Background: an optimization exercise with open tools, aiming at small area. Do not read the settings as production practice. At most, simulation tests tie the RTL to the original design; equivalence was not proved. No activity file was given, so power comes from the tool's default toggle rates.

## run Y
Design hart, start of the top module:
module hart #(
    parameter RESET_ADDR = 32'h00000000
) (
    input  wire        i_clk,
    input  wire        i_rst,
    output wire [31:0] o_imem_raddr,
    input  wire [31:0] i_imem_rdata,
    output wire [31:0] o_dmem_addr,
    output wire        o_dmem_ren,
    output wire        o_dmem_wen,
    output wire [31:0] o_dmem_wdata,
    output wire [ 3:0] o_dmem_mask,
    input  wire [31:0] i_dmem_rdata,
    output wire        o_retire_valid,
    output wire [31:0] o_retire_inst,
    output wire        o_retire_trap,
    output wire        o_retire_halt,
    output wire [ 4:0] o_retire_rs1_raddr,
    output wire [ 4:0] o_retire_rs2_raddr,
    output wire [31:0] o_retire_rs1_rdata,
    output wire [31:0] o_retire_rs2_rdata,
    output wire [ 4:0] o_retire_rd_waddr,
    output wire [31:0] o_retire_rd_wdata,
    output wire [31:0] o_retire_pc,
    output wire [31:0] o_retire_next_pc
);
    localparam [2:0] S_CLR  = 3'd0,    
                     S_FST  = 3'd1,    
                     S_MAIN = 3'd2,
                     S_X0   = 3'd3,
                     S_X1   = 3'd4,
                     S_X2   = 3'd5,
  ...
For scale: roughly 2,300 cells after synthesis, ~1,200 flip-flops, ~380 I/O pins, roughly 30,000 um2 of cells after synthesis.
Settings: LEC_CHECK=0, ABC_AREA=1, CAP_MARGIN=20, CORE_MARGIN=2, CORE_UTILIZATION=40, SETUP_SLACK_MARGIN=0.5, SLEW_MARGIN=20; clock period 13.0 ns.
standard.sh (not shown) runs the stock make flow with config.mk's settings and CLKGATE_MAP_FILE= SYNTH_SCRIPT=/design/flow/synth_recipe.tcl, a recipe that flattens the netlist after the stock synthesis.
==> flow/flow/run.sh <==
#!/bin/bash
# Standard ORFS layout, with the port buffers made of the smallest buffer
# and a clock tree without dummy loads.
export BUFFER_PORTS_ARGS="-buffer_cell sky130_fd_sc_hd__buf_1"
export CTS_ARGS="-sink_clustering_enable -repair_clock_nets -buf_list sky130_fd_sc_hd__clkbuf_8 -dont_use_dummy_load -sink_clustering_size 18 -sink_clustering_max_diameter 60"
bash standard.sh > standard.log 2>&1
#### Input delta (run P over run Y)
-- flow/design.v --
<<< run Y, line 108
        end
    endgenerate
    wire [31:0] mv = {inst[31:12], inst[31:20]};
    wire m = mv[t];
>>> run P, line 108
        end
    endgenerate
    wire f_u = op_lui | op_auipc;
    wire f_j = op_jal;
    wire f_b = op_br;
    wire f_s = op_store;
    wire [31:0] mv = {inst[31:12], inst[31:20]};
    wire m = mv[t];
==> summary.txt <==
Run P finished all stages; the layout is clean.
Going from run Y to run P, count of fill cells added during filler insertion grew slightly.
In the metrics for run P and run Y, the one carrying the higher shortest period the worst path allows is run Y.
~same synthesized area in run P and run Y
Footprint of the multi-input gates: run P > run Y
Looking at arrival time reported for the critical path endpoint, run P sits 0.25 ns lower than run Y does.
Synthesized cell count went up by a few percent going from run Y to run P.
Going from run Y to run P, overall power grew slightly.
The length of routed wiring on met1 number comes out lower for run Y vs run P.
Run P ended up with a higher total iterations of the first detailed-routing run than run Y did.
For run Y, only the layout was checked, not whether the RTL still works.

========
Setup of nickel:
Another version of the RTL of hart (not shown whole).
Size in the first run: ~380 I/O pins, about 28000 um^2 of cells after synthesis.
export LEC_CHECK = 0
export ABC_AREA = 1
export CAP_MARGIN = 20
export CORE_MARGIN = 2
export CORE_UTILIZATION = 40
export SETUP_SLACK_MARGIN = 0.5
export SLEW_MARGIN = 20
create_clock -name core_clock -period 13.0 [get_ports {i_clk}]
==> flow/flow/run.sh <==
#!/bin/bash
# Layout flow: the standard flow, with three changes:
#  1. after the standard synthesis, the combinational logic is mapped again
#     by ABC for area (amap; the smallest of a few scripts); the
#     flip-flops are kept as they are, with
#     their names and cell types;
#  2. the port buffers are the smallest buffer (buf_1);
#  3. a clock tree of clkbuf_4 without dummy loads.
set -euo pipefail
here=$(pwd)
R=$here/orfs/results/sky130hd/hart/base
LIB=$FLOW_HOME/platforms/sky130hd/lib/sky130_fd_sc_hd__tt_025C_1v80.lib

# 1. standard synthesis, up to the Yosys netlist
bash standard.sh $R/1_2_yosys.v > synth.log 2>&1
cp $R/1_2_yosys.v $here/standard_synth.v

# 2. remap the combinational logic: a few ABC area scripts, keep the smallest
DU=$(sed 's/^/-dont_use /' flow/dont_use.txt | tr '\n' ' ')
SEQ=$(grep -o '^ *sky130_fd_sc_hd__[a-z0-9_]*' standard_synth.v | sort -u | grep -E '__(df|edf|sdf|dl|conb)' | tr '\n' ' ')
scripts=(
  "strash;dch,-f;amap,-F,20,-A,20;topo"
  "strash;dch,-f;amap,-F,20,-A,20,-E,1;topo"
  "strash;&get,-n;&deepsyn,-T,60;&put;dch,-f;amap,-F,20,-A,20;topo"
  "strash;&get,-n;&deepsyn,-T,60;&put;dch,-f;amap,-F,20,-A,20,-E,1;topo"
  "strash;&get,-n;&deepsyn,-T,60,-S,2;&put;dch,-f;amap,-F,20,-A,20;topo"
  "strash;&get,-n;&deepsyn,-T,60,-S,3;&put;dch,-f;amap,-F,20,-A,20;topo"
  "strash;&get,-n;&synch2;&deepsyn,-T,60;&put;dch,-f;amap,-F,20,-A,20;topo"
  "strash;dc2;&get,-n;&deepsyn,-T,60;&put;dch,-f;amap,-F,20,-A,20;topo"
)
for i in "${!scripts[@]}"; do
  cat > remap_$i.ys <<EOY
read_liberty -ignore_miss_func $LIB
read_verilog $here/standard_synth.v
hierarchy -top hart
blackbox $SEQ
flatten
opt_clean -purge
abc -liberty $LIB $DU -script +${scripts[$i]}
opt_clean -purge
splitnets
opt_clean -purge
hilomap -singleton -hicell sky130_fd_sc_hd__conb_1 HI -locell sky130_fd_sc_hd__conb_1 LO
insbuf -buf sky130_fd_sc_hd__buf_4 A X
opt_clean -purge
tee -o $here/remap_$i.stat stat -liberty $LIB
write_verilog -noattr -nohex -nodec $here/remap_$i.v
EOY
  yosys -s remap_$i.ys > remap_$i.log 2>&1 &
done
wait
best=$(for i in "${!scripts[@]}"; do
  echo "$(grep 'Chip area for module' remap_$i.stat | tail -1 | awk '{print $NF}') $i"
done | sort -g | head -1 | awk '{print $2}')
echo "remap: candidate $best chosen" > remap_choice.txt
for i in "${!scripts[@]}"; do grep 'Chip area for module' remap_$i.stat | tail -1 >> remap_choice.txt; done
python3 flow/remap.py remap_$best.v $R/1_2_yosys.v

# 3. the rest of the standard flow
export BUFFER_PORTS_ARGS="-buffer_cell sky130_fd_sc_hd__buf_1"
export CTS_ARGS="-sink_clustering_enable -repair_clock_nets -buf_list sky130_fd_sc_hd__clkbuf_4 -dont_use_dummy_load -sink_clustering_size 12 -sink_clustering_max_diameter 40"
bash standard.sh > layout.log 2>&1
Other scripts of this flow, unchanged in this note and not shown: flow/flow/dont_use.txt, flow/flow/remap.py
> inputs changed (nickel -> ember)
--- a/flow/design.v
+++ b/flow/design.v
@@ -230,23 +230,23 @@
     assign we_rd = fin & wr_rd & ~mem_trap;
     wire ld_cap = t31 & p_main & is_load;
     always @(posedge i_clk) begin
         op1 <= {op1_in, op1[31:1]};
         op2 <= {op2_in, op2[31:1]};
         npc <= {npc_in, npc[31:1]};
         res <= ld_cap ? i_dmem_rdata : {res_in, res[31:1]};
         c   <= (t31 & p_main) ? lt : cout;
         nc  <= cout_n;
         if (p_main)
             aux <= is_br ? (t31 ? taken : ((t0 | aux) & ~(a_alu ^ b_alu))) : rf_bit;
-        else if (p_x0 & is_load & ld_in)
+        else if (p_x0 & ~inst[4] & ~inst[6] & ld_in)
             aux <= ld_tap;
         if (t31 & (p_main | p_x0 | p_x1) & is_shift)
             {off1, off0} <= dg_next;
         else begin
             if (p_main & t0)
                 off0 <= alu_out;
             if (p_main & (t == 5'd1))
                 off1 <= alu_out;
         end
         if (t31)
             pc <= {npc_in, npc[31:3]};
@@ -255,23 +255,23 @@
         if (i_rst) begin
             t  <= 5'd0;
             st <= S_CLR;
         end else begin
             t <= t + 5'd1;
             if (t31) begin
                 if (p_clr | fin)
                     st <= S_FST;
                 else if (p_rs2)
                     st <= S_MAIN;
                 else if (p_main)
-                    st <= is_store ? S_F : S_X0;
+                    st <= (~inst[4] & inst[5] & ~inst[6]) ? S_F : S_X0;
                 else if (p_x0)
                     st <= S_X1;
                 else if (p_x1)
                     st <= S_X2;
                 else
                     st <= S_F;
             end
         end
     end
     assign o_imem_raddr       = {pc, 2'b00};
     assign o_retire_pc        = {pc, 2'b00};
### Flow results
ember reached the end of the flow, and the finished layout is clean on the timing, DRC and antenna checks.
The final reports for ember and nickel show worst hold slack lower in the former.
Summary — leakage power summed over all cells, ember relative to nickel: higher, by 0.000061 uW.
On clock-buffer cell count: between ember and nickel, it ends up higher for ember.
Initial DRC count: ember worse than nickel
Of the two values seen for slowest cell on the critical path, clkinv_1 was produced by nickel and or4_1 by ember.
nickel → ember: fraction of final layout cells sized beyond drive strength 1 essentially unchanged; post-route cell area higher; wire length now larger; combined buffer and inverter count along the critical path lower.
No functional check of the RTL was part of ember.

-- what the ideal ports hide --
In the flow no input, the clock included, has a driving cell. The finished layouts below were timed again as built, in two steps.
Step 1, drivers: a clkbuf_16 drives i_clk and a buf_2 each remaining input, both assumed.
Step 2 also shifts input and output timing later by t, the mid clock arrival at the registers, as if the neighbouring blocks saw the same clock.
Three values: ideal, step 1, step 2; two values: the first two.
run | t (ns) | setup slack, ns | worst hold slack (ns) | clock arrival spread, ns | worst register clock-pin slew, ns
run Y | 0.701 | 3.191 / 3.168 / 3.168 | 0.271 / 0.271 / 0.271 | 0.081 / 0.081 | 0.11 / 0.11
run P | 0.722 | 3.438 / 3.323 / 3.323 | 0.236 / 0.236 / 0.236 | 0.087 / 0.088 | 0.11 / 0.11
nickel | 0.867 | 1.228 / 1.199 / 1.199 | 0.273 / 0.273 / 0.273 | 0.092 / 0.093 | 0.12 / 0.12
ember | 0.882 | 1.241 / 1.220 / 1.220 | 0.213 / 0.213 / 0.213 | 0.172 / 0.172 | 0.12 / 0.12
After both steps every run listed still meets setup and hold. For run P, which loses most, drivers alone change the setup slack by -0.115 ns; drivers and shift together by -0.115 ns.
